This design comes from an exercise in tuning for small area, a short achievable clock period and few clock cycles on the open sky130 flow, not from production work. Function was checked by simulation only, so behaviour that the tests miss may differ from the original.

`config.mk`:
```
export PLATFORM = sky130hd
export DESIGN_NAME = geofence
export DESIGN_NICKNAME = geofence
export VERILOG_FILES = /design/flow/design.v
export SDC_FILE = /design/flow/constraint.sdc
export NUM_CORES = 4
export LEC_CHECK = 0
export CAP_MARGIN = 20
export CORE_MARGIN = 2
export CORE_UTILIZATION = 40
export SLEW_MARGIN = 20
export SYNTH_HIERARCHICAL = 1
export SYNTH_MINIMUM_KEEP_SIZE = 0
```
`constraint.sdc`:
```
create_clock -name core_clock -period 13.0 [get_ports {clk}]
set_input_delay 2.6000 -clock core_clock [delete_from_list [all_inputs] [get_ports {clk}]]
set_output_delay 2.6000 -clock core_clock [all_outputs]
set_load 0.01 [all_outputs]
```
`design.v`:
```
module geofence ( clk,reset,X,Y,valid,is_inside);
input clk;
input reset;
input [9:0] X;
input [9:0] Y;
output valid;
output is_inside;
reg [3:0] cnt;
reg [9:0] ox, oy;
reg v_sx, v_sy, a_sx, a_sy, b_sx, b_sy;
reg [9:0] v_mx, v_my, a_mx, a_my, b_mx, b_my;
reg [11:0] v_3x, v_3y;
reg ins_r;
wire lt1, eq1, lt2, eq2;
xcmp u_x1(.am(a_mx), .vm(v_my), .v3m(v_3y), .an(a_my), .vn(v_mx), .v3n(v_3x), .lt(lt1), .eq(eq1));
xcmp u_x2(.am(b_mx), .vm(v_my), .v3m(v_3y), .an(b_my), .vn(v_mx), .v3n(v_3x), .lt(lt2), .eq(eq2));
function [1:0] cross_sign;
    input p_sx, p_sy;
    input [9:0] p_mx, p_my;
    input q_sx, q_sy;
    input [9:0] q_mx, q_my;
    input lt, eq;
    reg sp, sq, zp, zq;
    begin
        sp = p_sx ^ q_sy;
        sq = p_sy ^ q_sx;
        zp = (p_mx == 10'd0) || (q_my == 10'd0);
        zq = (p_my == 10'd0) || (q_mx == 10'd0);
        case ({sp, sq})
            2'b00: cross_sign = {lt, eq};
            2'b11: cross_sign = {!lt && !eq, eq};
            2'b01: cross_sign = {1'b0, zp && zq};
            2'b10: cross_sign = {!(zp && zq), zp && zq};
        endcase
    end
endfunction
wire [1:0] c1 = cross_sign(a_sx, a_sy, a_mx, a_my, v_sx, v_sy, v_mx, v_my, lt1, eq1);
wire [1:0] c2 = cross_sign(b_sx, b_sy, b_mx, b_my, v_sx, v_sy, v_mx, v_my, lt2, eq2);
wire s1n = c1[1], s1z = c1[0];
wire s2n = c2[1], s2z = c2[0];
wire s1p = !s1n && !s1z;
wire s2p = !s2n && !s2z;
wire same = (a_sx == v_sx && a_mx != 10'd0 && v_mx != 10'd0) ||
            (a_sy == v_sy && a_my != 10'd0 && v_my != 10'd0);
wire hit = (s1n && !s2n) || (s1z && s2p) || (s1z && s2z && !same);
wire load = (cnt == 4'd2);
assign valid = (cnt == 4'd8);
assign is_inside = ins_r;
wire [10:0] dx = {1'b0, X} - {1'b0, ox};
wire [10:0] dy = {1'b0, Y} - {1'b0, oy};
wire [9:0] dxc = dx[9:0] ^ {10{dx[10]}};
wire [9:0] dyc = dy[9:0] ^ {10{dy[10]}};
wire [9:0] mx = dxc + {9'd0, dx[10]};
wire [9:0] my = dyc + {9'd0, dy[10]};
wire [11:0] m3x = {2'b0, dxc} + {1'b0, dxc, 1'b0} + {10'd0, dx[10], dx[10]};
wire [11:0] m3y = {2'b0, dyc} + {1'b0, dyc, 1'b0} + {10'd0, dy[10], dy[10]};
always @(posedge clk or posedge reset) begin
    if (reset)
        cnt <= 4'd0;
    else
        cnt <= (cnt == 4'd8) ? 4'd0 : cnt + 4'd1;
end
always @(posedge clk) begin
    if (cnt == 4'd0) begin
        ox <= X;
        oy <= Y;
    end
    v_sx <= dx[10];
    v_sy <= dy[10];
    v_mx <= mx;
    v_my <= my;
    v_3x <= m3x;
    v_3y <= m3y;
    if (load || (s1n && s2n)) begin
        a_sx <= v_sx; a_sy <= v_sy; a_mx <= v_mx; a_my <= v_my;
    end
    if (load || (s1p && s2p)) begin
        b_sx <= v_sx; b_sy <= v_sy; b_mx <= v_mx; b_my <= v_my;
    end
    ins_r <= !load && (ins_r || hit);
end
endmodule
module xcmp(am, vm, v3m, an, vn, v3n, lt, eq);
input [9:0] am, vm, an, vn;
input [11:0] v3m, v3n;
output lt, eq;
wire s1;
wire s2;
wire s3;
wire p4;
wire p5;
wire p6;
wire p7;
wire p8;
wire p9;
wire p10;
wire p11;
wire p12;
wire p13;
wire p14;
wire p15;
wire s16;
wire s17;
wire s18;
wire p19;
wire p20;
wire p21;
wire p22;
wire p23;
wire p24;
wire p25;
wire p26;
wire p27;
wire p28;
wire p29;
wire p30;
wire s31;
wire s32;
wire s33;
wire p34;
wire p35;
wire p36;
wire p37;
wire p38;
wire p39;
wire p40;
wire p41;
wire p42;
wire p43;
wire p44;
wire p45;
wire s46;
wire s47;
wire s48;
wire p49;
wire p50;
wire p51;
wire p52;
wire p53;
wire p54;
wire p55;
wire p56;
wire p57;
wire p58;
wire p59;
wire p60;
wire s61;
wire s62;
wire s63;
wire p64;
wire p65;
wire p66;
wire p67;
wire p68;
wire p69;
wire p70;
wire p71;
wire p72;
wire p73;
wire p74;
wire p75;
wire s76;
wire s77;
wire s78;
wire p79;
wire p80;
wire p81;
wire p82;
wire p83;
wire p84;
wire p85;
wire p86;
wire p87;
wire p88;
wire p89;
wire p90;
wire s91;
wire s92;
wire s93;
wire p94;
wire p95;
wire p96;
wire p97;
wire p98;
wire p99;
wire p100;
wire p101;
wire p102;
wire p103;
wire p104;
wire p105;
wire s106;
wire s107;
wire s108;
wire p109;
wire p110;
wire p111;
wire p112;
wire p113;
wire p114;
wire p115;
wire p116;
wire p117;
wire p118;
wire p119;
wire p120;
wire s121;
wire s122;
wire s123;
wire p124;
wire p125;
wire p126;
wire p127;
wire p128;
wire p129;
wire p130;
wire p131;
wire p132;
wire p133;
wire p134;
wire p135;
wire s136;
wire s137;
wire s138;
wire p139;
wire p140;
wire p141;
wire p142;
wire p143;
wire p144;
wire p145;
wire p146;
wire p147;
wire p148;
wire p149;
wire p150;
wire s151;
wire c152;
wire s153;
wire c154;
wire s155;
wire c156;
wire s157;
wire c158;
wire s159;
wire c160;
wire s161;
wire c162;
wire s163;
wire c164;
wire s165;
wire c166;
wire s167;
wire c168;
wire s169;
wire c170;
wire s171;
wire c172;
wire s173;
wire c174;
wire s175;
wire c176;
wire s177;
wire c178;
wire s179;
wire c180;
wire s181;
wire c182;
wire s183;
wire c184;
wire s185;
wire c186;
wire s187;
wire c188;
wire s189;
wire c190;
wire s191;
wire c192;
wire s193;
wire c194;
wire s195;
wire c196;
wire s197;
wire c198;
wire s199;
wire c200;
wire s201;
wire c202;
wire s203;
wire c204;
wire s205;
wire c206;
wire s207;
wire c208;
wire s209;
wire c210;
wire s211;
wire c212;
wire s213;
wire c214;
wire s215;
wire c216;
wire s217;
wire c218;
wire s219;
wire c220;
wire s221;
wire c222;
wire s223;
wire c224;
wire s225;
wire c226;
wire s227;
wire c228;
wire s229;
wire c230;
wire s231;
wire c232;
wire s233;
wire c234;
wire s235;
wire c236;
wire s237;
wire c238;
wire s239;
wire c240;
wire s241;
wire c242;
wire s243;
wire c244;
wire s245;
wire c246;
wire s247;
wire c248;
wire s249;
wire c250;
wire s251;
wire c252;
wire s253;
wire c254;
wire s255;
wire c256;
wire s257;
wire c258;
wire s259;
wire c260;
wire s261;
wire c262;
wire s263;
wire c264;
wire s265;
wire c266;
wire s267;
wire c268;
wire s269;
wire c270;
wire s271;
wire c272;
wire s273;
wire c274;
wire s275;
wire c276;
wire s277;
wire c278;
wire s279;
wire c280;
wire s281;
wire c282;
wire s283;
wire c284;
wire s285;
wire c286;
wire s287;
wire c288;
wire s289;
wire c290;
wire s291;
wire c292;
wire s293;
wire c294;
wire s295;
wire c296;
wire s297;
wire c298;
wire s299;
wire c300;
wire s301;
wire c302;
wire s303;
wire c304;
wire s305;
wire c306;
wire s307;
wire c308;
wire s309;
wire c310;
wire s311;
wire c312;
wire s313;
wire c314;
wire s315;
wire c316;
wire s317;
wire c318;
wire s319;
wire c320;
wire s321;
wire c322;
wire s323;
wire c324;
wire s325;
wire c326;
wire s327;
wire c328;
wire s329;
wire c330;
wire s331;
wire c332;
wire s333;
wire c334;
wire s335;
wire c336;
wire s337;
wire c338;
wire s339;
wire c340;
wire s341;
wire c342;
wire s343;
wire c344;
wire s345;
wire c346;
wire s347;
wire c348;
wire s349;
wire c350;
wire s351;
wire c352;
wire s353;
wire c354;
dec4 uds1(.a0(am[0]), .a1(am[1]), .s1(s1), .s2(s2), .s3(s3));
an2 up4(.a(am[0]), .b(vm[0]), .y(p4));
pp3 up5(.a1(s1), .a2(vm[1]), .b1(s2), .b2(vm[0]), .c1(s3), .c2(v3m[1]), .y(p5));
pp3 up6(.a1(s1), .a2(vm[2]), .b1(s2), .b2(vm[1]), .c1(s3), .c2(v3m[2]), .y(p6));
pp3 up7(.a1(s1), .a2(vm[3]), .b1(s2), .b2(vm[2]), .c1(s3), .c2(v3m[3]), .y(p7));
pp3 up8(.a1(s1), .a2(vm[4]), .b1(s2), .b2(vm[3]), .c1(s3), .c2(v3m[4]), .y(p8));
pp3 up9(.a1(s1), .a2(vm[5]), .b1(s2), .b2(vm[4]), .c1(s3), .c2(v3m[5]), .y(p9));
pp3 up10(.a1(s1), .a2(vm[6]), .b1(s2), .b2(vm[5]), .c1(s3), .c2(v3m[6]), .y(p10));
pp3 up11(.a1(s1), .a2(vm[7]), .b1(s2), .b2(vm[6]), .c1(s3), .c2(v3m[7]), .y(p11));
pp3 up12(.a1(s1), .a2(vm[8]), .b1(s2), .b2(vm[7]), .c1(s3), .c2(v3m[8]), .y(p12));
pp3 up13(.a1(s1), .a2(vm[9]), .b1(s2), .b2(vm[8]), .c1(s3), .c2(v3m[9]), .y(p13));
pp2 up14(.a1(s2), .a2(vm[9]), .b1(s3), .b2(v3m[10]), .y(p14));
an2 up15(.a(s3), .b(v3m[11]), .y(p15));
dec4 uds16(.a0(am[2]), .a1(am[3]), .s1(s16), .s2(s17), .s3(s18));
an2 up19(.a(am[2]), .b(vm[0]), .y(p19));
pp3 up20(.a1(s16), .a2(vm[1]), .b1(s17), .b2(vm[0]), .c1(s18), .c2(v3m[1]), .y(p20));
pp3 up21(.a1(s16), .a2(vm[2]), .b1(s17), .b2(vm[1]), .c1(s18), .c2(v3m[2]), .y(p21));
pp3 up22(.a1(s16), .a2(vm[3]), .b1(s17), .b2(vm[2]), .c1(s18), .c2(v3m[3]), .y(p22));
pp3 up23(.a1(s16), .a2(vm[4]), .b1(s17), .b2(vm[3]), .c1(s18), .c2(v3m[4]), .y(p23));
pp3 up24(.a1(s16), .a2(vm[5]), .b1(s17), .b2(vm[4]), .c1(s18), .c2(v3m[5]), .y(p24));
pp3 up25(.a1(s16), .a2(vm[6]), .b1(s17), .b2(vm[5]), .c1(s18), .c2(v3m[6]), .y(p25));
pp3 up26(.a1(s16), .a2(vm[7]), .b1(s17), .b2(vm[6]), .c1(s18), .c2(v3m[7]), .y(p26));
pp3 up27(.a1(s16), .a2(vm[8]), .b1(s17), .b2(vm[7]), .c1(s18), .c2(v3m[8]), .y(p27));
pp3 up28(.a1(s16), .a2(vm[9]), .b1(s17), .b2(vm[8]), .c1(s18), .c2(v3m[9]), .y(p28));
pp2 up29(.a1(s17), .a2(vm[9]), .b1(s18), .b2(v3m[10]), .y(p29));
an2 up30(.a(s18), .b(v3m[11]), .y(p30));
dec4 uds31(.a0(am[4]), .a1(am[5]), .s1(s31), .s2(s32), .s3(s33));
an2 up34(.a(am[4]), .b(vm[0]), .y(p34));
pp3 up35(.a1(s31), .a2(vm[1]), .b1(s32), .b2(vm[0]), .c1(s33), .c2(v3m[1]), .y(p35));
pp3 up36(.a1(s31), .a2(vm[2]), .b1(s32), .b2(vm[1]), .c1(s33), .c2(v3m[2]), .y(p36));
pp3 up37(.a1(s31), .a2(vm[3]), .b1(s32), .b2(vm[2]), .c1(s33), .c2(v3m[3]), .y(p37));
pp3 up38(.a1(s31), .a2(vm[4]), .b1(s32), .b2(vm[3]), .c1(s33), .c2(v3m[4]), .y(p38));
pp3 up39(.a1(s31), .a2(vm[5]), .b1(s32), .b2(vm[4]), .c1(s33), .c2(v3m[5]), .y(p39));
pp3 up40(.a1(s31), .a2(vm[6]), .b1(s32), .b2(vm[5]), .c1(s33), .c2(v3m[6]), .y(p40));
pp3 up41(.a1(s31), .a2(vm[7]), .b1(s32), .b2(vm[6]), .c1(s33), .c2(v3m[7]), .y(p41));
pp3 up42(.a1(s31), .a2(vm[8]), .b1(s32), .b2(vm[7]), .c1(s33), .c2(v3m[8]), .y(p42));
pp3 up43(.a1(s31), .a2(vm[9]), .b1(s32), .b2(vm[8]), .c1(s33), .c2(v3m[9]), .y(p43));
pp2 up44(.a1(s32), .a2(vm[9]), .b1(s33), .b2(v3m[10]), .y(p44));
an2 up45(.a(s33), .b(v3m[11]), .y(p45));
dec4 uds46(.a0(am[6]), .a1(am[7]), .s1(s46), .s2(s47), .s3(s48));
an2 up49(.a(am[6]), .b(vm[0]), .y(p49));
pp3 up50(.a1(s46), .a2(vm[1]), .b1(s47), .b2(vm[0]), .c1(s48), .c2(v3m[1]), .y(p50));
pp3 up51(.a1(s46), .a2(vm[2]), .b1(s47), .b2(vm[1]), .c1(s48), .c2(v3m[2]), .y(p51));
pp3 up52(.a1(s46), .a2(vm[3]), .b1(s47), .b2(vm[2]), .c1(s48), .c2(v3m[3]), .y(p52));
pp3 up53(.a1(s46), .a2(vm[4]), .b1(s47), .b2(vm[3]), .c1(s48), .c2(v3m[4]), .y(p53));
pp3 up54(.a1(s46), .a2(vm[5]), .b1(s47), .b2(vm[4]), .c1(s48), .c2(v3m[5]), .y(p54));
pp3 up55(.a1(s46), .a2(vm[6]), .b1(s47), .b2(vm[5]), .c1(s48), .c2(v3m[6]), .y(p55));
pp3 up56(.a1(s46), .a2(vm[7]), .b1(s47), .b2(vm[6]), .c1(s48), .c2(v3m[7]), .y(p56));
pp3 up57(.a1(s46), .a2(vm[8]), .b1(s47), .b2(vm[7]), .c1(s48), .c2(v3m[8]), .y(p57));
pp3 up58(.a1(s46), .a2(vm[9]), .b1(s47), .b2(vm[8]), .c1(s48), .c2(v3m[9]), .y(p58));
pp2 up59(.a1(s47), .a2(vm[9]), .b1(s48), .b2(v3m[10]), .y(p59));
an2 up60(.a(s48), .b(v3m[11]), .y(p60));
dec4 uds61(.a0(am[8]), .a1(am[9]), .s1(s61), .s2(s62), .s3(s63));
an2 up64(.a(am[8]), .b(vm[0]), .y(p64));
pp3 up65(.a1(s61), .a2(vm[1]), .b1(s62), .b2(vm[0]), .c1(s63), .c2(v3m[1]), .y(p65));
pp3 up66(.a1(s61), .a2(vm[2]), .b1(s62), .b2(vm[1]), .c1(s63), .c2(v3m[2]), .y(p66));
pp3 up67(.a1(s61), .a2(vm[3]), .b1(s62), .b2(vm[2]), .c1(s63), .c2(v3m[3]), .y(p67));
pp3 up68(.a1(s61), .a2(vm[4]), .b1(s62), .b2(vm[3]), .c1(s63), .c2(v3m[4]), .y(p68));
pp3 up69(.a1(s61), .a2(vm[5]), .b1(s62), .b2(vm[4]), .c1(s63), .c2(v3m[5]), .y(p69));
pp3 up70(.a1(s61), .a2(vm[6]), .b1(s62), .b2(vm[5]), .c1(s63), .c2(v3m[6]), .y(p70));
pp3 up71(.a1(s61), .a2(vm[7]), .b1(s62), .b2(vm[6]), .c1(s63), .c2(v3m[7]), .y(p71));
pp3 up72(.a1(s61), .a2(vm[8]), .b1(s62), .b2(vm[7]), .c1(s63), .c2(v3m[8]), .y(p72));
pp3 up73(.a1(s61), .a2(vm[9]), .b1(s62), .b2(vm[8]), .c1(s63), .c2(v3m[9]), .y(p73));
pp2 up74(.a1(s62), .a2(vm[9]), .b1(s63), .b2(v3m[10]), .y(p74));
an2 up75(.a(s63), .b(v3m[11]), .y(p75));
dec4 uds76(.a0(an[0]), .a1(an[1]), .s1(s76), .s2(s77), .s3(s78));
nd2 up79(.a(an[0]), .b(vn[0]), .y(p79));
pp3n up80(.a1(s76), .a2(vn[1]), .b1(s77), .b2(vn[0]), .c1(s78), .c2(v3n[1]), .y(p80));
pp3n up81(.a1(s76), .a2(vn[2]), .b1(s77), .b2(vn[1]), .c1(s78), .c2(v3n[2]), .y(p81));
pp3n up82(.a1(s76), .a2(vn[3]), .b1(s77), .b2(vn[2]), .c1(s78), .c2(v3n[3]), .y(p82));
pp3n up83(.a1(s76), .a2(vn[4]), .b1(s77), .b2(vn[3]), .c1(s78), .c2(v3n[4]), .y(p83));
pp3n up84(.a1(s76), .a2(vn[5]), .b1(s77), .b2(vn[4]), .c1(s78), .c2(v3n[5]), .y(p84));
pp3n up85(.a1(s76), .a2(vn[6]), .b1(s77), .b2(vn[5]), .c1(s78), .c2(v3n[6]), .y(p85));
pp3n up86(.a1(s76), .a2(vn[7]), .b1(s77), .b2(vn[6]), .c1(s78), .c2(v3n[7]), .y(p86));
pp3n up87(.a1(s76), .a2(vn[8]), .b1(s77), .b2(vn[7]), .c1(s78), .c2(v3n[8]), .y(p87));
pp3n up88(.a1(s76), .a2(vn[9]), .b1(s77), .b2(vn[8]), .c1(s78), .c2(v3n[9]), .y(p88));
pp2n up89(.a1(s77), .a2(vn[9]), .b1(s78), .b2(v3n[10]), .y(p89));
nd2 up90(.a(s78), .b(v3n[11]), .y(p90));
dec4 uds91(.a0(an[2]), .a1(an[3]), .s1(s91), .s2(s92), .s3(s93));
nd2 up94(.a(an[2]), .b(vn[0]), .y(p94));
pp3n up95(.a1(s91), .a2(vn[1]), .b1(s92), .b2(vn[0]), .c1(s93), .c2(v3n[1]), .y(p95));
pp3n up96(.a1(s91), .a2(vn[2]), .b1(s92), .b2(vn[1]), .c1(s93), .c2(v3n[2]), .y(p96));
pp3n up97(.a1(s91), .a2(vn[3]), .b1(s92), .b2(vn[2]), .c1(s93), .c2(v3n[3]), .y(p97));
pp3n up98(.a1(s91), .a2(vn[4]), .b1(s92), .b2(vn[3]), .c1(s93), .c2(v3n[4]), .y(p98));
pp3n up99(.a1(s91), .a2(vn[5]), .b1(s92), .b2(vn[4]), .c1(s93), .c2(v3n[5]), .y(p99));
pp3n up100(.a1(s91), .a2(vn[6]), .b1(s92), .b2(vn[5]), .c1(s93), .c2(v3n[6]), .y(p100));
pp3n up101(.a1(s91), .a2(vn[7]), .b1(s92), .b2(vn[6]), .c1(s93), .c2(v3n[7]), .y(p101));
pp3n up102(.a1(s91), .a2(vn[8]), .b1(s92), .b2(vn[7]), .c1(s93), .c2(v3n[8]), .y(p102));
pp3n up103(.a1(s91), .a2(vn[9]), .b1(s92), .b2(vn[8]), .c1(s93), .c2(v3n[9]), .y(p103));
pp2n up104(.a1(s92), .a2(vn[9]), .b1(s93), .b2(v3n[10]), .y(p104));
nd2 up105(.a(s93), .b(v3n[11]), .y(p105));
dec4 uds106(.a0(an[4]), .a1(an[5]), .s1(s106), .s2(s107), .s3(s108));
nd2 up109(.a(an[4]), .b(vn[0]), .y(p109));
pp3n up110(.a1(s106), .a2(vn[1]), .b1(s107), .b2(vn[0]), .c1(s108), .c2(v3n[1]), .y(p110));
pp3n up111(.a1(s106), .a2(vn[2]), .b1(s107), .b2(vn[1]), .c1(s108), .c2(v3n[2]), .y(p111));
pp3n up112(.a1(s106), .a2(vn[3]), .b1(s107), .b2(vn[2]), .c1(s108), .c2(v3n[3]), .y(p112));
pp3n up113(.a1(s106), .a2(vn[4]), .b1(s107), .b2(vn[3]), .c1(s108), .c2(v3n[4]), .y(p113));
pp3n up114(.a1(s106), .a2(vn[5]), .b1(s107), .b2(vn[4]), .c1(s108), .c2(v3n[5]), .y(p114));
pp3n up115(.a1(s106), .a2(vn[6]), .b1(s107), .b2(vn[5]), .c1(s108), .c2(v3n[6]), .y(p115));
pp3n up116(.a1(s106), .a2(vn[7]), .b1(s107), .b2(vn[6]), .c1(s108), .c2(v3n[7]), .y(p116));
pp3n up117(.a1(s106), .a2(vn[8]), .b1(s107), .b2(vn[7]), .c1(s108), .c2(v3n[8]), .y(p117));
pp3n up118(.a1(s106), .a2(vn[9]), .b1(s107), .b2(vn[8]), .c1(s108), .c2(v3n[9]), .y(p118));
pp2n up119(.a1(s107), .a2(vn[9]), .b1(s108), .b2(v3n[10]), .y(p119));
nd2 up120(.a(s108), .b(v3n[11]), .y(p120));
dec4 uds121(.a0(an[6]), .a1(an[7]), .s1(s121), .s2(s122), .s3(s123));
nd2 up124(.a(an[6]), .b(vn[0]), .y(p124));
pp3n up125(.a1(s121), .a2(vn[1]), .b1(s122), .b2(vn[0]), .c1(s123), .c2(v3n[1]), .y(p125));
pp3n up126(.a1(s121), .a2(vn[2]), .b1(s122), .b2(vn[1]), .c1(s123), .c2(v3n[2]), .y(p126));
pp3n up127(.a1(s121), .a2(vn[3]), .b1(s122), .b2(vn[2]), .c1(s123), .c2(v3n[3]), .y(p127));
pp3n up128(.a1(s121), .a2(vn[4]), .b1(s122), .b2(vn[3]), .c1(s123), .c2(v3n[4]), .y(p128));
pp3n up129(.a1(s121), .a2(vn[5]), .b1(s122), .b2(vn[4]), .c1(s123), .c2(v3n[5]), .y(p129));
pp3n up130(.a1(s121), .a2(vn[6]), .b1(s122), .b2(vn[5]), .c1(s123), .c2(v3n[6]), .y(p130));
pp3n up131(.a1(s121), .a2(vn[7]), .b1(s122), .b2(vn[6]), .c1(s123), .c2(v3n[7]), .y(p131));
pp3n up132(.a1(s121), .a2(vn[8]), .b1(s122), .b2(vn[7]), .c1(s123), .c2(v3n[8]), .y(p132));
pp3n up133(.a1(s121), .a2(vn[9]), .b1(s122), .b2(vn[8]), .c1(s123), .c2(v3n[9]), .y(p133));
pp2n up134(.a1(s122), .a2(vn[9]), .b1(s123), .b2(v3n[10]), .y(p134));
nd2 up135(.a(s123), .b(v3n[11]), .y(p135));
dec4 uds136(.a0(an[8]), .a1(an[9]), .s1(s136), .s2(s137), .s3(s138));
nd2 up139(.a(an[8]), .b(vn[0]), .y(p139));
pp3n up140(.a1(s136), .a2(vn[1]), .b1(s137), .b2(vn[0]), .c1(s138), .c2(v3n[1]), .y(p140));
pp3n up141(.a1(s136), .a2(vn[2]), .b1(s137), .b2(vn[1]), .c1(s138), .c2(v3n[2]), .y(p141));
pp3n up142(.a1(s136), .a2(vn[3]), .b1(s137), .b2(vn[2]), .c1(s138), .c2(v3n[3]), .y(p142));
pp3n up143(.a1(s136), .a2(vn[4]), .b1(s137), .b2(vn[3]), .c1(s138), .c2(v3n[4]), .y(p143));
pp3n up144(.a1(s136), .a2(vn[5]), .b1(s137), .b2(vn[4]), .c1(s138), .c2(v3n[5]), .y(p144));
pp3n up145(.a1(s136), .a2(vn[6]), .b1(s137), .b2(vn[5]), .c1(s138), .c2(v3n[6]), .y(p145));
pp3n up146(.a1(s136), .a2(vn[7]), .b1(s137), .b2(vn[6]), .c1(s138), .c2(v3n[7]), .y(p146));
pp3n up147(.a1(s136), .a2(vn[8]), .b1(s137), .b2(vn[7]), .c1(s138), .c2(v3n[8]), .y(p147));
pp3n up148(.a1(s136), .a2(vn[9]), .b1(s137), .b2(vn[8]), .c1(s138), .c2(v3n[9]), .y(p148));
pp2n up149(.a1(s137), .a2(vn[9]), .b1(s138), .b2(v3n[10]), .y(p149));
nd2 up150(.a(s138), .b(v3n[11]), .y(p150));
xn2 us151(.a(p12), .b(p25), .y(s151));
or2 uc152(.a(p12), .b(p25), .y(c152));
fa3 us153(.a(p13), .b(p26), .c(p39), .s(s153), .co(c154));
fa3 us155(.a(p14), .b(p27), .c(p40), .s(s155), .co(c156));
fa3 us157(.a(p15), .b(p28), .c(p41), .s(s157), .co(c158));
assign s159 = ~p29;
assign c160 = p29;
assign s161 = ~p30;
assign c162 = p30;
assign s163 = ~p8;
assign c164 = p8;
ha2 us165(.a(p9), .b(p22), .s(s165), .co(c166));
xn2 us167(.a(p10), .b(p23), .y(s167));
or2 uc168(.a(p10), .b(p23), .y(c168));
fa3 us169(.a(p36), .b(p49), .c(p85), .s(s169), .co(c170));
fa3 us171(.a(p11), .b(p24), .c(p37), .s(s171), .co(c172));
fa3 us173(.a(p50), .b(p86), .c(p99), .s(s173), .co(c174));
fa3 us175(.a(p38), .b(p51), .c(p64), .s(s175), .co(c176));
fa3 us177(.a(p87), .b(p100), .c(p113), .s(s177), .co(c178));
ha2 us179(.a(p126), .b(p139), .s(s179), .co(c180));
fa3 us181(.a(p52), .b(p65), .c(p88), .s(s181), .co(c182));
fa3 us183(.a(p101), .b(p114), .c(p127), .s(s183), .co(c184));
fa3 us185(.a(p140), .b(s153), .c(c152), .s(s185), .co(c186));
fa3 us187(.a(p53), .b(p66), .c(p89), .s(s187), .co(c188));
fa3 us189(.a(p102), .b(p115), .c(p128), .s(s189), .co(c190));
fa3 us191(.a(p141), .b(s155), .c(c154), .s(s191), .co(c192));
fa3 us193(.a(p54), .b(p67), .c(p90), .s(s193), .co(c194));
fa3 us195(.a(p103), .b(p116), .c(p129), .s(s195), .co(c196));
fa3 us197(.a(p142), .b(s157), .c(c156), .s(s197), .co(c198));
fa3 us199(.a(p42), .b(p55), .c(p68), .s(s199), .co(c200));
fa3 us201(.a(p104), .b(p117), .c(p130), .s(s201), .co(c202));
fa3 us203(.a(p143), .b(s159), .c(c158), .s(s203), .co(c204));
fa3 us205(.a(p43), .b(p56), .c(p69), .s(s205), .co(c206));
fa3 us207(.a(p105), .b(p118), .c(p131), .s(s207), .co(c208));
fa3 us209(.a(p144), .b(s161), .c(c160), .s(s209), .co(c210));
fa3 us211(.a(p44), .b(p57), .c(p70), .s(s211), .co(c212));
fa3 us213(.a(p119), .b(p132), .c(p145), .s(s213), .co(c214));
xn2 us215(.a(p45), .b(p58), .y(s215));
or2 uc216(.a(p45), .b(p58), .y(c216));
ha2 us217(.a(p71), .b(p120), .s(s217), .co(c218));
assign s219 = ~p6;
assign c220 = p6;
ha2 us221(.a(p7), .b(p20), .s(s221), .co(c222));
fa3 us223(.a(p21), .b(p34), .c(p83), .s(s223), .co(c224));
ha2 us225(.a(p96), .b(p109), .s(s225), .co(c226));
fa3 us227(.a(p35), .b(p84), .c(p97), .s(s227), .co(c228));
fa3 us229(.a(p110), .b(s165), .c(c164), .s(s229), .co(c230));
fa3 us231(.a(p98), .b(p111), .c(p124), .s(s231), .co(c232));
fa3 us233(.a(s167), .b(s169), .c(c166), .s(s233), .co(c234));
fa3 us235(.a(p112), .b(p125), .c(s171), .s(s235), .co(c236));
fa3 us237(.a(s173), .b(c168), .c(c170), .s(s237), .co(c238));
fa3 us239(.a(s151), .b(s175), .c(s177), .s(s239), .co(c240));
fa3 us241(.a(s179), .b(c172), .c(c174), .s(s241), .co(c242));
fa3 us243(.a(s181), .b(s183), .c(s185), .s(s243), .co(c244));
fa3 us245(.a(c176), .b(c178), .c(c180), .s(s245), .co(c246));
fa3 us247(.a(s187), .b(s189), .c(s191), .s(s247), .co(c248));
fa3 us249(.a(c182), .b(c184), .c(c186), .s(s249), .co(c250));
fa3 us251(.a(s193), .b(s195), .c(s197), .s(s251), .co(c252));
fa3 us253(.a(c188), .b(c190), .c(c192), .s(s253), .co(c254));
fa3 us255(.a(s199), .b(s201), .c(s203), .s(s255), .co(c256));
fa3 us257(.a(c194), .b(c196), .c(c198), .s(s257), .co(c258));
fa3 us259(.a(s205), .b(s207), .c(s209), .s(s259), .co(c260));
fa3 us261(.a(c200), .b(c202), .c(c204), .s(s261), .co(c262));
fa3 us263(.a(c162), .b(s211), .c(s213), .s(s263), .co(c264));
fa3 us265(.a(c206), .b(c208), .c(c210), .s(s265), .co(c266));
fa3 us267(.a(p133), .b(p146), .c(s215), .s(s267), .co(c268));
fa3 us269(.a(s217), .b(c212), .c(c214), .s(s269), .co(c270));
fa3 us271(.a(p59), .b(p72), .c(p134), .s(s271), .co(c272));
fa3 us273(.a(p147), .b(c216), .c(c218), .s(s273), .co(c274));
xn2 us275(.a(p60), .b(p73), .y(s275));
or2 uc276(.a(p60), .b(p73), .y(c276));
ha2 us277(.a(p135), .b(p148), .s(s277), .co(c278));
ha2 us279(.a(p19), .b(p81), .s(s279), .co(c280));
fa3 us281(.a(p82), .b(p95), .c(s221), .s(s281), .co(c282));
fa3 us283(.a(s163), .b(s223), .c(s225), .s(s283), .co(c284));
fa3 us285(.a(s227), .b(s229), .c(c224), .s(s285), .co(c286));
fa3 us287(.a(s231), .b(s233), .c(c228), .s(s287), .co(c288));
fa3 us289(.a(s235), .b(s237), .c(c232), .s(s289), .co(c290));
fa3 us291(.a(s239), .b(s241), .c(c236), .s(s291), .co(c292));
fa3 us293(.a(s243), .b(s245), .c(c240), .s(s293), .co(c294));
fa3 us295(.a(s247), .b(s249), .c(c244), .s(s295), .co(c296));
fa3 us297(.a(s251), .b(s253), .c(c248), .s(s297), .co(c298));
fa3 us299(.a(s255), .b(s257), .c(c252), .s(s299), .co(c300));
fa3 us301(.a(s259), .b(s261), .c(c256), .s(s301), .co(c302));
fa3 us303(.a(s263), .b(s265), .c(c260), .s(s303), .co(c304));
fa3 us305(.a(s267), .b(s269), .c(c264), .s(s305), .co(c306));
fa3 us307(.a(s271), .b(s273), .c(c268), .s(s307), .co(c308));
fa3 us309(.a(s275), .b(s277), .c(c272), .s(s309), .co(c310));
fa3 us311(.a(p74), .b(p149), .c(c276), .s(s311), .co(c312));
assign s313 = ~p75;
assign c314 = p75;
assign s315 = ~p4;
assign c316 = p4;
ha2 us317(.a(p5), .b(p80), .s(s317), .co(c318));
fa3 us319(.a(p94), .b(s219), .c(s279), .s(s319), .co(c320));
fa3 us321(.a(c220), .b(s281), .c(c280), .s(s321), .co(c322));
fa3 us323(.a(c222), .b(s283), .c(c282), .s(s323), .co(c324));
fa3 us325(.a(c226), .b(s285), .c(c284), .s(s325), .co(c326));
fa3 us327(.a(c230), .b(s287), .c(c286), .s(s327), .co(c328));
fa3 us329(.a(c234), .b(s289), .c(c288), .s(s329), .co(c330));
fa3 us331(.a(c238), .b(s291), .c(c290), .s(s331), .co(c332));
fa3 us333(.a(c242), .b(s293), .c(c292), .s(s333), .co(c334));
fa3 us335(.a(c246), .b(s295), .c(c294), .s(s335), .co(c336));
fa3 us337(.a(c250), .b(s297), .c(c296), .s(s337), .co(c338));
fa3 us339(.a(c254), .b(s299), .c(c298), .s(s339), .co(c340));
fa3 us341(.a(c258), .b(s301), .c(c300), .s(s341), .co(c342));
fa3 us343(.a(c262), .b(s303), .c(c302), .s(s343), .co(c344));
fa3 us345(.a(c266), .b(s305), .c(c304), .s(s345), .co(c346));
fa3 us347(.a(c270), .b(s307), .c(c306), .s(s347), .co(c348));
fa3 us349(.a(c274), .b(s309), .c(c308), .s(s349), .co(c350));
fa3 us351(.a(c278), .b(s311), .c(c310), .s(s351), .co(c352));
fa3 us353(.a(p150), .b(s313), .c(c312), .s(s353), .co(c354));
wire [20:0] r1 = {c314, s353, s351, s349, s347, s345, s343, s341, s339, s337, s335, s333, s331, s329, s327, s325, s323, s321, s319, s317, p79};
wire [20:0] r2 = {c354, c352, c350, c348, c346, c344, c342, c340, c338, c336, c334, c332, c330, c328, c326, c324, c322, c320, c318, c316, s315};
csign u_sign(.r1(r1), .r2(r2), .neg(lt));
czero u_zero(.r1(r1), .r2(r2), .zero(eq));
endmodule
module csign(r1, r2, neg);
input [20:0] r1, r2;
output neg;
wire [19:0] g0 = r1[19:0] & r2[19:0];
wire [19:0] p0 = r1[19:0] | r2[19:0];
wire [19:0] g1, p1, g2, p2, g3, p3, g4, p4, g5, p5;
genvar i;
generate for (i = 0; i < 20; i = i + 1) begin : pf
    if (i % 2 == 1) begin
        assign g1[i] = g0[i] | (p0[i] & g0[i - 1]);
        assign p1[i] = p0[i] & p0[i - 1];
    end else begin
        assign g1[i] = g0[i]; assign p1[i] = p0[i];
    end
    if (i % 4 >= 2) begin
        assign g2[i] = g1[i] | (p1[i] & g1[i - i % 4 + 1]);
        assign p2[i] = p1[i] & p1[i - i % 4 + 1];
    end else begin
        assign g2[i] = g1[i]; assign p2[i] = p1[i];
    end
    if (i % 8 >= 4) begin
        assign g3[i] = g2[i] | (p2[i] & g2[i - i % 8 + 3]);
        assign p3[i] = p2[i] & p2[i - i % 8 + 3];
    end else begin
        assign g3[i] = g2[i]; assign p3[i] = p2[i];
    end
    if (i % 16 >= 8) begin
        assign g4[i] = g3[i] | (p3[i] & g3[i - i % 16 + 7]);
        assign p4[i] = p3[i] & p3[i - i % 16 + 7];
    end else begin
        assign g4[i] = g3[i]; assign p4[i] = p3[i];
    end
    if (i % 32 >= 16) begin
        assign g5[i] = g4[i] | (p4[i] & g4[i - i % 32 + 15]);
        assign p5[i] = p4[i] & p4[i - i % 32 + 15];
    end else begin
        assign g5[i] = g4[i]; assign p5[i] = p4[i];
    end
end endgenerate
assign neg = r1[20] ^ r2[20] ^ g5[19];
endmodule
module czero(r1, r2, zero);
input [20:0] r1, r2;
output zero;
wire [20:0] zx = r1 ^ r2;
wire [20:0] zo = {r1[19:0] | r2[19:0], 1'b0};
assign zero = (zx == zo);
endmodule
module dec4(a0, a1, s1, s2, s3);
input a0, a1;
output s1, s2, s3;
assign s1 = a0 & ~a1;
assign s2 = ~a0 & a1;
assign s3 = a0 & a1;
endmodule
module pp3(a1, a2, b1, b2, c1, c2, y);
input a1, a2, b1, b2, c1, c2;
output y;
assign y = (a1 & a2) | (b1 & b2) | (c1 & c2);
endmodule
module pp3n(a1, a2, b1, b2, c1, c2, y);
input a1, a2, b1, b2, c1, c2;
output y;
assign y = ~((a1 & a2) | (b1 & b2) | (c1 & c2));
endmodule
module pp2(a1, a2, b1, b2, y);
input a1, a2, b1, b2;
output y;
assign y = (a1 & a2) | (b1 & b2);
endmodule
module pp2n(a1, a2, b1, b2, y);
input a1, a2, b1, b2;
output y;
assign y = ~((a1 & a2) | (b1 & b2));
endmodule
module an2(a, b, y);
input a, b;
output y;
assign y = a & b;
endmodule
module nd2(a, b, y);
input a, b;
output y;
assign y = ~(a & b);
endmodule
module xn2(a, b, y);
input a, b;
output y;
assign y = ~(a ^ b);
endmodule
module or2(a, b, y);
input a, b;
output y;
assign y = a | b;
endmodule
module fa3(a, b, c, s, co);
input a, b, c;
output s, co;
assign s = a ^ b ^ c;
assign co = (a & b) | (c & (a ^ b));
endmodule
module ha2(a, b, s, co);
input a, b;
output s, co;
assign s = a ^ b;
assign co = a & b;
endmodule
```
`run.sh`:
```
#!/bin/bash
# synth_recipe.tcl (not shown) runs the flow's synth.tcl, then flattens the netlist and writes it again
# the make line also repeats each setting of config.mk as NAME=value (left out here)
make -C /OpenROAD-flow-scripts/flow DESIGN_CONFIG=/design/flow/config.mk WORK_HOME=/design/flow/orfs CLKGATE_MAP_FILE= SYNTH_SCRIPT=/design/flow/synth_recipe.tcl finish
```
==> summary.txt <==
[Yosys stat by module (local to each module, per instance), excerpt]
| module | copies in the design | cells | flip-flops and latches |
|---|---|---|---|
| pp2 | 10 | 1 | 0 |
| pp3n | 90 | 1 | 0 |
| ha2 | 16 | 1 | 0 |
| nd2 | 20 | 1 | 0 |
| fa3 | 168 | 1 | 0 |
| csign | 2 | 49 | 0 |
| pp3 | 90 | 2 | 0 |
| pp2n | 10 | 1 | 0 |
| czero | 2 | 88 | 0 |
| xn2 | 8 | 1 | 0 |
| or2 | 8 | 1 | 0 |
| geofence | 1 | 528 | 113 |
| an2 | 20 | 1 | 0 |
| dec4 | 20 | 3 | 0 |
[logic make-up (layout without fill, tap and decap cells)]
| logic type | Yosys count | after routing | share of synthesized area |
|---|---|---|---|
| XOR/XNOR | 139 | 139 | 0.0890 |
| adder cells (fa/ha/maj) | 277 | 277 | 0.326 |
| multiplexers | 2 | 2 | 0.00146 |
| AND/OR/NAND/NOR | 280 | 280 | 0.107 |
| flip-flops | 113 | 113 | 0.200 |
| AO/OA/AOI/OAI | 357 | 357 | 0.215 |
| buffers and inverters | 236 | 298 | 0.0607 |
[cell type report]
type	instances	area [µm²]
timing repair buffer	34	320
sequential	113	2920
inverter	232	871
tap	461	577
clock inverter	7	47.5
fill	3423	19700
clock buffer	25	508
multi-input combinational	1055	10800
[registers in the layout, summed over array words and instances, names as in the netlist]
register  count
v_3x         12
v_3y         12
a_mx         10
a_my         10
b_mx         10
b_my         10
ox           10
oy           10
v_mx          9
v_my          9
cnt           4
a_sx          1
a_sy          1
b_sx          1
b_sy          1
ins_r         1
v_sx          1
v_sy          1
[per-layer routing]
layer,vias up,global-route usage,share of wire
li1,5412,-,-
met1,5990,0.318,0.39
met2,901,0.364,0.42
met3,187,0.0829,0.13
met4,2,0.108,0.051
met5,-,0,0.00028
[critical path, stage by stage (launching register included)]
cell and delay, ns:
dfxtp_1 0.99, a222oi_1 0.29, inv_1 0.15, fa_1 0.46, fa_1 0.45, fa_1 0.54
fa_1 0.44, fa_1 0.60, inv_1 0.07, ha_1 0.32, xnor2_1 0.14, nor4_1 0.35
nand4_1 0.15, nor3_2 0.52, nor3_1 0.11, a22oi_1 0.41, a31o_2 0.60
[metrics by stage]
| stage | hold WS (ns) | worst slack (ns) |
|---|---|---|
| after floorplan | 0.454 | 6.61 |
| after global placement | 0.479 | 6.03 |
| after detailed placement | 0.482 | 5.93 |
| after CTS | 0.490 | 6.04 |
| after global routing | 0.528 | 5.77 |
| final | 0.485 | 6.02 |
[cells in the final DEF, fill, tap and decap left out, types with 5 or more instances in the layout]
cell / count
a211o_1: 6
edfxtp_1: 64
a22oi_1: 9
a222oi_1: 182
fa_1: 172
a31oi_1: 10
nand4_1: 7
xnor2_1: 101
nand2_1: 50
clkdlybuf4s50_1: 23
a21oi_1: 40
and2_1: 22
clkbuf_1: 5
xor2_1: 32
and2_2: 20
nor4_1: 20
nor2b_1: 21
ha_1: 105
dfxtp_1: 44
and2b_2: 20
buf_4: 10
nand3_1: 22
clkbuf_16: 19
a22oi_2: 10
a21o_1: 7
nor3_1: 7
or2_1: 8
or3_1: 6
o21ai_0: 17
nor2_1: 52
a22o_1: 14
inv_1: 230
o22ai_1: 14
[cell usage after synthesis, types with 4 or more instances]
cell / count
a211o_1: 6
a211oi_1: 4
a21o_1: 7
a21oi_1: 40
a222oi_1: 182
a22o_1: 14
a22oi_1: 9
a22oi_2: 10
a31oi_1: 10
and2_1: 22
and2_2: 20
and2b_2: 20
and3_1: 4
dfrtp_1: 4
dfxtp_1: 45
edfxtp_1: 64
fa_1: 172
ha_1: 105
inv_1: 230
nand2_1: 50
nand2b_1: 4
nand3_1: 22
nand4_1: 7
nor2_1: 52
nor2b_1: 21
nor3_1: 8
nor4_1: 20
o211a_1: 4
o211ai_1: 4
o21a_1: 4
o21ai_0: 17
o21bai_1: 5
o22ai_1: 14
or2_1: 8
or3_1: 6
xnor2_1: 101
xnor3_1: 4
xor2_1: 32
[worst max path at each step]
stage                             end  slack, ns  cells past startpoint
floorplan           a_mx[0]$_DFFE_PP_       6.61                     18
global placement      v_3y[9]$_DFF_P_       6.03                     19
detailed placement   v_3y[10]$_DFF_P_       5.93                     19
CTS                 a_mx[5]$_DFFE_PP_       6.04                     17
global route        b_mx[1]$_DFFE_PP_       5.77                     17
finish              b_mx[6]$_DFFE_PP_       6.02                     16
==> summary.md <==
| Metric | Value |
|---|---|
| Outcome | `timing/DRC/antenna clean` |
| CTS resizes | `0` |
| Port buffer count | `23` |
| Crit path from | `v_my[8]$_DFF_P_` |
| Initial DRC Count | `between 3000 and 4000` |
| CTS tree | `done` |
| Placed Cells | `1894` |
| Synthesis-stage register bit count | `113` |
| Slew Limit Headroom | `0.159` |
| Data arrival, critical path | `~7.0 ns` |
| Final setup viols | `0` |
| Top cells by area, synth | `fa_1 24%, edfxtp_1 13%, a222oi_1 12%` |
| Setup slack on the worst flop-to-flop path | `between 6 and 7 ns` |
| Final cell count without fillers | `1927` |
| WP data required | `~13 ns` |
| Worst hold endpoint | `cnt[0]$_DFF_PP0_` |
| Post-synthesis cell type count | `a little over 70` |
| Crit path kind | `reg -> reg` |
| Util after Layout | `0.449` |
| Number of global-route vias before repair | `~13000` |
| GRT Residual Overflow | `0` |
| Max Clk Rate | `about 0.14 GHz` |
| YS warnings | `7` |
| DRC violations left | `0` |
| Worst r2r path cells | `16` |
| Full die area | `around 38000 µm²` |
| Endpoints failing hold | `0` |
| Total Wirelength | `46200 µm` |
| Vias per cell | `6.48` |
| Final Max Tran Viols | `0` |
| First-pass GRT wire length | `71600 µm` |
| # H-tree levels | `4` |
| GPL Wtd Cong | `a little over 0.9` |
| EDFF count, synth | `between 60 and 70` |
| Antenna violations before repair | `2` |
| Layout cells sized above 1 | `0.0812` |
| Hold_sp | `cnt[0]$_DFF_PP0_` |
| Cell taking the most area after synthesis | `fa_1` |
| CP Max Fanout | `23` |
| CTS root buf | `clkbuf_16` |
| RSZ-0062 raised after global routing | `no` |
| Final period util | `0.537` |
| Dpl cell area | `15500 µm²` |
| Area Growth Syn to Fin | `9.97%` |
| Chip Height | `approximately 200 µm` |
| Initial DRT Pass Iterations | `17` |
| DRT antenna net count | `0` |
| Top cell type's share of synthesized area | `0.236` |
| Core ar. | `~36000 µm²` |
| Reg2reg end | `b_mx[6]$_DFFE_PP_` |
| Final period demand of the worst path | `around 7.0 ns` |
| Syn Inst Count | `about 1400` |
| Post-synth top flop | `edfxtp_1` |
| Max clock buf depth | `2` |
| GRT Util Overall | `0.243` |
| Skew final | `around 0.019 ns` |
| Diode count | `0` |
| Hold Path Stages | `1` |
| Final Cell Area | `about 16000 µm²` |
| Die width | `195 µm` |
| IO Pins | `24` |
| CTS sink cnt | `113` |
| Post-synthesis sequential area ratio | `0.200` |
| Cts hold-fix bufs | `0` |
| Avg Inst Size Synth | `a little over 10 µm²` |
| Max cap viols | `0` |
| Worst Hold Class | `reg -> reg` |
| Fraction of registers with async set/reset | `0.0354` |
| Sum of negative setup slack | `0 ns` |
| Pin count of the biggest net entering global routing | `24` |
| Post-synth design cell area | `about 15000 µm²` |
| Vias | `~12000` |
| Clock slew at reported path FFs | `approximately 0.060 ns` |
| Worst-margin pin slew | `~1.3 ns` |
| CTS Buf Count | `17` |
| Average wire per standard cell | `about 24 µm` |
| Row count | `just under 70` |
| CP startpoint kind | `flip-flop` |
| Critical path capture point type | `flip-flop` |
| Post-DP HPWL | `roughly 34000 µm` |
| Reg2Reg Launch Point | `v_my[8]$_DFF_P_` |
| Final net count | `roughly 1800` |
| Setup Buffers After CTS | `0` |
| Worst-Skew Late Latency | `0.42 ns` |
| Mapped Nets | `about 1700` |
| Initial Util | `0.408` |
Testbench counts, summed over its fixed seeds: cycles 21,600.

-- afterwards: timing with drivers on the ports --
The flow's constraints put no driver on any port. The routed layout listed below was extracted and timed again, unchanged, in two steps.
Step 1 (the two cells are an assumption about what drives the block):
set clk [get_ports {clk}]
set_driving_cell -lib_cell sky130_fd_sc_hd__clkbuf_16 $clk
set_driving_cell -lib_cell sky130_fd_sc_hd__buf_2 [delete_from_list [all_inputs] $clk]
Step 2 times the ports against the registers' clock, not the clock port: input delays grow and output delays shrink by t, the midpoint of the rising clock arrivals with the driver on.
Slacks: no drivers / after step 1 / after step 2; pairs: no drivers / after step 1.
t (ns): 0.452
slack for setup (ns): 6.017 / 6.017 / 5.906
cell pins on the clock port's net: 1
After both steps this run still meets setup and hold. The setup slack of this run moves by 0.000 ns with the drivers and by -0.111 ns with both steps.
